Background: an optimization exercise with open tools, aiming at small area, a short achievable clock period and few clock cycles. Do not read the settings as production practice. In this exercise RTL edits were held to simulation tests only and were not proved equivalent to the original. Power and IR drop assume default switching activity.

==> run Y <==
==> flow/design.v (excerpt) <==
module TPU (
	clk,
	rst_n,
	in_valid,
	K,
	M,
	N,
	busy,
	A_index,
	A_data_out,
	B_index,
	B_data_out,
	C_wr_en,
	C_index,
	C_data_in
);
==> module TPU_fsm, before the edit <==
module TPU_fsm (
	input             clk,
	input             rst_n,
	input             in_valid,
	input      [7:0]  K,
	input      [7:0]  M,
	input      [7:0]  N,
	output reg        busy,
	output reg [7:0]  A_idx,
	output reg [7:0]  B_idx,
	output reg        fetch_v,      
	output     [3:0]  first_row,    
	output     [3:0]  wr_row,       
	output reg [7:0]  C_idx
);
	reg        act;
	reg [4:0]  k, Km1, Kpm1;
	reg [2:0]  mb, nb, MBm1, NBm1;
	reg [5:0]  Kr, Mr;
	reg [7:0]  abase, bbase;
	reg [3:0]  first_c;    
	reg [5:0]  last_c;
	reg [6:0]  fin_c;
	wire start    = in_valid & ~busy;
	wire tile_end = (k == Kpm1);
	wire mb_end   = (mb == MBm1);
	wire nb_end   = (nb == NBm1);
	reg [4:0]  k_n;
	reg [2:0]  mb_n, nb_n;
	reg [7:0]  a_n, b_n, abase_n, bbase_n;
	always @(*) begin
		k_n = k + 5'd1;
		mb_n = mb;
		nb_n = nb;
		a_n = A_idx + 8'd1;
		b_n = B_idx + 8'd1;
		abase_n = abase;
		bbase_n = bbase;
		if (tile_end) begin
			k_n = 5'd0;
			if (!mb_end) begin
				mb_n = mb + 3'd1;
				abase_n = abase + {2'b0, Kr};
				a_n = abase_n;
				b_n = bbase;
			end else begin
				mb_n = 3'd0;
				nb_n = nb + 3'd1;
				abase_n = 8'd0;
				a_n = 8'd0;
				bbase_n = bbase + {2'b0, Kr};
				b_n = bbase_n;
			end
		end
	end
	wire last_n = (k_n == Km1);
	wire fin_n  = last_n & (mb_n == MBm1) & (nb_n == NBm1);
	wire [4:0] Kin_m1 = K[4:0] - 5'd1;
	wire final_fetch = tile_end & mb_end & nb_end;
	always @(posedge clk) begin
		if (!rst_n) begin
			act <= 1'b0;
			busy <= 1'b0;
			fetch_v <= 1'b0;
			first_c[0] <= 1'b0;
			last_c[0] <= 1'b0;
			fin_c[0] <= 1'b0;
		end else begin
			if (start)
				busy <= 1'b1;
			else if (fin_c[6])
				busy <= 1'b0;
			if (start) begin
				act <= 1'b1;
				fetch_v <= 1'b1;
				first_c[0] <= 1'b1;
				last_c[0] <= (K == 8'd1);
				fin_c[0] <= (K == 8'd1) & (M <= 8'd4) & (N <= 8'd4);
			end else if (act & ~final_fetch) begin
				fetch_v <= (k_n <= Km1);
				first_c[0] <= (k_n == 5'd0);
				last_c[0] <= last_n;
				fin_c[0] <= fin_n;
			end else begin
				act <= 1'b0;
				fetch_v <= 1'b0;
				first_c[0] <= 1'b0;
				last_c[0] <= 1'b0;
				fin_c[0] <= 1'b0;
			end
		end
	end
	always @(posedge clk) begin
		if (!busy) begin
			k <= 5'd0;
			mb <= 3'd0;
			nb <= 3'd0;
			abase <= 8'd0;
			bbase <= 8'd0;
			A_idx <= 8'd0;
			B_idx <= 8'd0;
			Km1 <= Kin_m1;
			Kpm1 <= (K < 8'd4) ? 5'd3 : Kin_m1;
			MBm1 <= (M - 8'd1) >> 2;
			NBm1 <= (N - 8'd1) >> 2;
			Kr <= K[5:0];
			Mr <= M[5:0];
		end else if (act & ~final_fetch) begin
			k <= k_n;
			mb <= mb_n;
			nb <= nb_n;
			abase <= abase_n;
			bbase <= bbase_n;
			A_idx <= a_n;
			B_idx <= b_n;
		end
	end
	always @(posedge clk) begin
		if (!rst_n) begin
			last_c[5:1] <= 5'd0;
			fin_c[6:1] <= 6'd0;
		end else begin
			last_c[5:1] <= last_c[4:0];
			fin_c[6:1] <= fin_c[5:0];
		end
		first_c[3:1] <= first_c[2:0];
	end
	assign first_row = first_c[3:0];
	assign wr_row    = last_c[5:2];
	reg [7:0] cbn, cbnb;
	reg [2:0] wmb;
	always @(posedge clk) begin
		if (!busy) begin
			cbn <= 8'd0;
			cbnb <= 8'd0;
			wmb <= 3'd0;
		end else if (last_c[2]) begin
			if (wmb == MBm1) begin
				wmb <= 3'd0;
				cbnb <= cbnb + {2'b0, Mr};
				cbn <= cbnb + {2'b0, Mr};
			end else begin
				wmb <= wmb + 3'd1;
				cbn <= cbn + 8'd4;
			end
		end
		C_idx <= last_c[2] ? cbn : C_idx + 8'd1;
	end
endmodule
Settings: LEC_CHECK=0, CAP_MARGIN=20, CORE_MARGIN=2, CORE_UTILIZATION=40, CTS_CLUSTER_DIAMETER=100, CTS_CLUSTER_SIZE=20, SLEW_MARGIN=20, SYNTH_HIERARCHICAL=1, SYNTH_MINIMUM_KEEP_SIZE=0; clock period 10.0 ns.
standard.sh (not shown) runs the stock make flow with config.mk's settings and CLKGATE_MAP_FILE= SYNTH_SCRIPT=/design/flow/synth_recipe.tcl, a recipe that flattens the netlist after the stock synthesis.
==> flow/flow/run.sh <==
#!/bin/bash
set -euo pipefail
MARGIN=$(cat flow/margin.txt)
bash standard.sh SETUP_SLACK_MARGIN=$MARGIN \
  "BUFFER_PORTS_ARGS=-inputs -outputs -buffer_cell sky130_fd_sc_hd__buf_2" \
  finish > standard.log 2>&1
==> flow/flow/margin.txt <==
7.0
==> inputs of run K, as changes to run Y <==
==> flow/flow/margin.txt (replaced) <==
6.65
==> inputs of run B, as changes to run Y <==
--- a/flow/design.v
+++ b/flow/design.v
@@ -342,6 +342,7 @@
 	reg [4:0]  k, Km1, Kpm1;
 	reg [2:0]  mb, nb, MBm1, NBm1;
-	reg [5:0]  Kr, Mr;
-	reg [7:0]  abase, bbase;
+	reg [1:0]  Kpad;       
+	reg [1:0]  Mpad;       
+	reg [7:0]  bbase;
 	reg [3:0]  first_c;    
 	reg [5:0]  last_c;
@@ -353,27 +354,20 @@
 	reg [4:0]  k_n;
 	reg [2:0]  mb_n, nb_n;
-	reg [7:0]  a_n, b_n, abase_n, bbase_n;
+	wire [7:0] inc   = tile_end ? 8'd1 - {6'd0, Kpad} : 8'd1;
+	wire [7:0] a_sum = A_idx + inc;
+	wire [7:0] b_sum = B_idx + inc;
+	wire [7:0] a_n   = (tile_end & mb_end) ? 8'd0 : a_sum;
+	wire [7:0] b_n   = (tile_end & ~mb_end) ? bbase : b_sum;
 	always @(*) begin
 		k_n = k + 5'd1;
 		mb_n = mb;
 		nb_n = nb;
-		a_n = A_idx + 8'd1;
-		b_n = B_idx + 8'd1;
-		abase_n = abase;
-		bbase_n = bbase;
 		if (tile_end) begin
 			k_n = 5'd0;
 			if (!mb_end) begin
 				mb_n = mb + 3'd1;
-				abase_n = abase + {2'b0, Kr};
-				a_n = abase_n;
-				b_n = bbase;
 			end else begin
 				mb_n = 3'd0;
 				nb_n = nb + 3'd1;
-				abase_n = 8'd0;
-				a_n = 8'd0;
-				bbase_n = bbase + {2'b0, Kr};
-				b_n = bbase_n;
 			end
 		end
@@ -421,5 +415,4 @@
 			mb <= 3'd0;
 			nb <= 3'd0;
-			abase <= 8'd0;
 			bbase <= 8'd0;
 			A_idx <= 8'd0;
@@ -429,12 +422,12 @@
 			MBm1 <= (M - 8'd1) >> 2;
 			NBm1 <= (N - 8'd1) >> 2;
-			Kr <= K[5:0];
-			Mr <= M[5:0];
+			Kpad <= (K < 8'd4) ? 2'd0 - K[1:0] : 2'd0;
+			Mpad <= 2'd0 - M[1:0];
 		end else if (act & ~final_fetch) begin
 			k <= k_n;
 			mb <= mb_n;
 			nb <= nb_n;
-			abase <= abase_n;
-			bbase <= bbase_n;
+			if (tile_end & mb_end)
+				bbase <= b_sum;
 			A_idx <= a_n;
 			B_idx <= b_n;
@@ -453,16 +446,14 @@
 	assign first_row = first_c[3:0];
 	assign wr_row    = last_c[5:2];
-	reg [7:0] cbn, cbnb;
+	reg [7:0] cbn;
 	reg [2:0] wmb;
 	always @(posedge clk) begin
 		if (!busy) begin
 			cbn <= 8'd0;
-			cbnb <= 8'd0;
 			wmb <= 3'd0;
 		end else if (last_c[2]) begin
 			if (wmb == MBm1) begin
 				wmb <= 3'd0;
-				cbnb <= cbnb + {2'b0, Mr};
-				cbn <= cbnb + {2'b0, Mr};
+				cbn <= cbn + 8'd4 - {6'd0, Mpad};
 			end else begin
 				wmb <= wmb + 3'd1;
==> flow/flow/margin.txt (replaced) <==
6.8
- CORE_UTILIZATION: 40 -> 50
==> inputs of run M, as changes to run Y <==
--- a/flow/design.v
+++ b/flow/design.v
@@ -342,6 +342,7 @@
 	reg [4:0]  k, Km1, Kpm1;
 	reg [2:0]  mb, nb, MBm1, NBm1;
-	reg [5:0]  Kr, Mr;
-	reg [7:0]  abase, bbase;
+	reg [1:0]  Kpad;       
+	reg [1:0]  Mpad;       
+	reg [7:0]  bbase;
 	reg [3:0]  first_c;    
 	reg [5:0]  last_c;
@@ -353,27 +354,20 @@
 	reg [4:0]  k_n;
 	reg [2:0]  mb_n, nb_n;
-	reg [7:0]  a_n, b_n, abase_n, bbase_n;
+	wire [7:0] inc   = tile_end ? 8'd1 - {6'd0, Kpad} : 8'd1;
+	wire [7:0] a_sum = A_idx + inc;
+	wire [7:0] b_sum = B_idx + inc;
+	wire [7:0] a_n   = (tile_end & mb_end) ? 8'd0 : a_sum;
+	wire [7:0] b_n   = (tile_end & ~mb_end) ? bbase : b_sum;
 	always @(*) begin
 		k_n = k + 5'd1;
 		mb_n = mb;
 		nb_n = nb;
-		a_n = A_idx + 8'd1;
-		b_n = B_idx + 8'd1;
-		abase_n = abase;
-		bbase_n = bbase;
 		if (tile_end) begin
 			k_n = 5'd0;
 			if (!mb_end) begin
 				mb_n = mb + 3'd1;
-				abase_n = abase + {2'b0, Kr};
-				a_n = abase_n;
-				b_n = bbase;
 			end else begin
 				mb_n = 3'd0;
 				nb_n = nb + 3'd1;
-				abase_n = 8'd0;
-				a_n = 8'd0;
-				bbase_n = bbase + {2'b0, Kr};
-				b_n = bbase_n;
 			end
 		end
@@ -421,5 +415,4 @@
 			mb <= 3'd0;
 			nb <= 3'd0;
-			abase <= 8'd0;
 			bbase <= 8'd0;
 			A_idx <= 8'd0;
@@ -429,12 +422,12 @@
 			MBm1 <= (M - 8'd1) >> 2;
 			NBm1 <= (N - 8'd1) >> 2;
-			Kr <= K[5:0];
-			Mr <= M[5:0];
+			Kpad <= (K < 8'd4) ? 2'd0 - K[1:0] : 2'd0;
+			Mpad <= 2'd0 - M[1:0];
 		end else if (act & ~final_fetch) begin
 			k <= k_n;
 			mb <= mb_n;
 			nb <= nb_n;
-			abase <= abase_n;
-			bbase <= bbase_n;
+			if (tile_end & mb_end)
+				bbase <= b_sum;
 			A_idx <= a_n;
 			B_idx <= b_n;
@@ -453,16 +446,14 @@
 	assign first_row = first_c[3:0];
 	assign wr_row    = last_c[5:2];
-	reg [7:0] cbn, cbnb;
+	reg [7:0] cbn;
 	reg [2:0] wmb;
 	always @(posedge clk) begin
 		if (!busy) begin
 			cbn <= 8'd0;
-			cbnb <= 8'd0;
 			wmb <= 3'd0;
 		end else if (last_c[2]) begin
 			if (wmb == MBm1) begin
 				wmb <= 3'd0;
-				cbnb <= cbnb + {2'b0, Mr};
-				cbn <= cbnb + {2'b0, Mr};
+				cbn <= cbn + 8'd4 - {6'd0, Mpad};
 			end else begin
 				wmb <= wmb + 3'd1;
==> flow/flow/margin.txt (replaced) <==
6.7
- CORE_UTILIZATION: 40 -> 50
==> results.txt <==
Floorplan:
- The initial utilization of the core area, before any placement, comes to 0.505.
- The inserted tap cell count is 1,742.
- The floorplan core area is approximately 0.13 mm2.

Place:
- The detailed-placement wirelength estimate is 122,000 um.
- After detailed placement, the total cell area comes to 0.0668 mm2.

Final layout:
- The register cell area after layout is 0.0219 mm2.
- The proportion of final cell area spent on non-clock buffers is 0.0309.

Run status:
- The run finished with no timing, DRC or antenna violations.

Global routing:
- For met1 alone, demand over resource in global routing was 0.361.

Setup path:
- In this run the number of cells on the critical path is 1.

Power and ir drop:
- The maximum vdd drop is 0.121 mV.
(the above is from run M)
==> results.txt <==
Run status:
- The run finished with no timing, DRC or antenna violations.

Setup path:
- The endpoint class of the critical path is a primary output.
- The critical path depth in cells is 1.

Global routing:
- For this run, global-route usage on met1 was measured as 0.381.
- For met2 alone, demand over resource in global routing was 0.414.
- The sum of overflow across all layers after global routing is 0.

Floorplan:
- The starting density of the core is 0.505.
- In this run the standard cell core region covers 0.130 mm2.
- The inserted tap cell count is around 1,700.

Power and ir drop:
- The sequential fraction of design power is 0.462.
- Cell internal power was estimated by the tool at 0.00829 W.

Synthesis:
- Counting every instance in the synthesized netlist gives 6,020.

Final layout:
- The number of non-clock inverters is 35.
- The proportion of final cell area spent on non-clock buffers is 0.0536.

Place:
- Summed over all nets, the half-perimeter wirelength after detailed placement is approximately 120,000 um.

STA:
- In the finished design, the share of the clock period the worst path needs comes to 0.326.
(the above is from run B)
==> results.txt <==
Run status:
- The flow ran to the end and the layout has no timing, DRC or antenna violations.

STA:
- Based on the critical path, the design can be clocked at up to ~0.31 GHz.

Final layout:
- The register cell area after layout is 0.0226 mm2.
- Multi-input logic gates represent a cell area share of 0.558.
- The area used by multi-input combinational logic is approximately 0.043 mm2.
- The proportion of final cell area spent on non-clock buffers is 0.0864.

Power and ir drop:
- The maximum vdd drop is roughly 0.13 mV.
- The dominant power group in this design is sequential cells.

Setup path:
- The critical path depth in cells is 1.

Place:
- The detailed-placement wirelength estimate is 125,000 um.

Floorplan:
- The floorplan core area is 0.165 mm2.
- The flow inserted approximately 2,200 tap cells.
(the above is from run Y)
==> results.txt <==
Final layout:
- The fraction of final cell area spent on non-clock buffers in this run is 0.0304.
- Registers take roughly 0.022 mm2.
- In the layout the commonest cells are sky130_fd_sc_hd__nand2_1 (1,136), sky130_fd_sc_hd__dfxtp_1 (1,031), sky130_fd_sc_hd__fa_1 (1,014).

Floorplan:
- The starting density of the core is 0.403.
- The inserted tap cell count is 2,189.
- The total area inside the core boundary comes to ~0.16 mm2.
- Measured along the y axis, the die boundary spans 412 um.
- The die width is 412 um.

Place:
- The detailed-placement wirelength estimate is 126,000 um.
- In this run, placement finished with an instance count of between 8,000 and 9,000.

Setup path:
- In this design, the stage delay of the slowest critical-path cell is 0.48 ns.
- The reg-to-reg critical path startpoint is ctrl.last_c[2].

Run status:
- The run finished with no timing, DRC or antenna violations.

Global routing:
- The met1 routing resource usage after global routing is 0.291.

CTS:
- The H-tree was split into 3 levels.

Power and ir drop:
- Across the VDD grid, the largest voltage drop is 0.132 mV.
(the above is from run K)
Testbench counts of run Y, summed over its fixed seeds: cycles 19,071.
Testbench counts of run K, summed over its fixed seeds: cycles 19,071.
Testbench counts of run B, summed over its fixed seeds: cycles 19,071.
Testbench counts of run M, summed over its fixed seeds: cycles 19,071.

re-timing with driven ports:
Ports are ideal in the flow. The routed layouts listed here were re-timed in OpenROAD.
Step 1: set_driving_cell puts a clkbuf_16 on clk and a buf_2 on each other input, an assumption about the parent block.
Step 2 adds t to the input delays and takes it off the output delays; t is the mean of the earliest and latest rising clock arrival at the registers after step 1. Input paths then give back, and output paths get back, about the clock's delay inside the block.
Slacks: ideal / step 1 / step 2; pairs: ideal / step 1.
run	t, ns	slack for setup (ns)	worst hold slack (ns)	worst setup path after step 2	worst register clock-pin slew, ns
run Y	0.778	6.740 / 6.656 / 6.567	0.327 / 0.327 / 0.327	input to register	0.10 / 0.10
run K	0.776	6.661 / 6.623 / 6.661	0.325 / 0.325 / 0.325	register to register	0.10 / 0.10
run B	0.794	6.735 / 6.655 / 6.331	0.306 / 0.306 / 0.306	input to register	0.10 / 0.10
run M	0.768	6.739 / 6.660 / 6.292	0.319 / 0.319 / 0.319	input to register	0.09 / 0.09
After both steps setup and hold are still met in every run listed. The setup slack of run M, which loses most, moves by -0.079 ns with the drivers and by -0.447 ns with both steps.
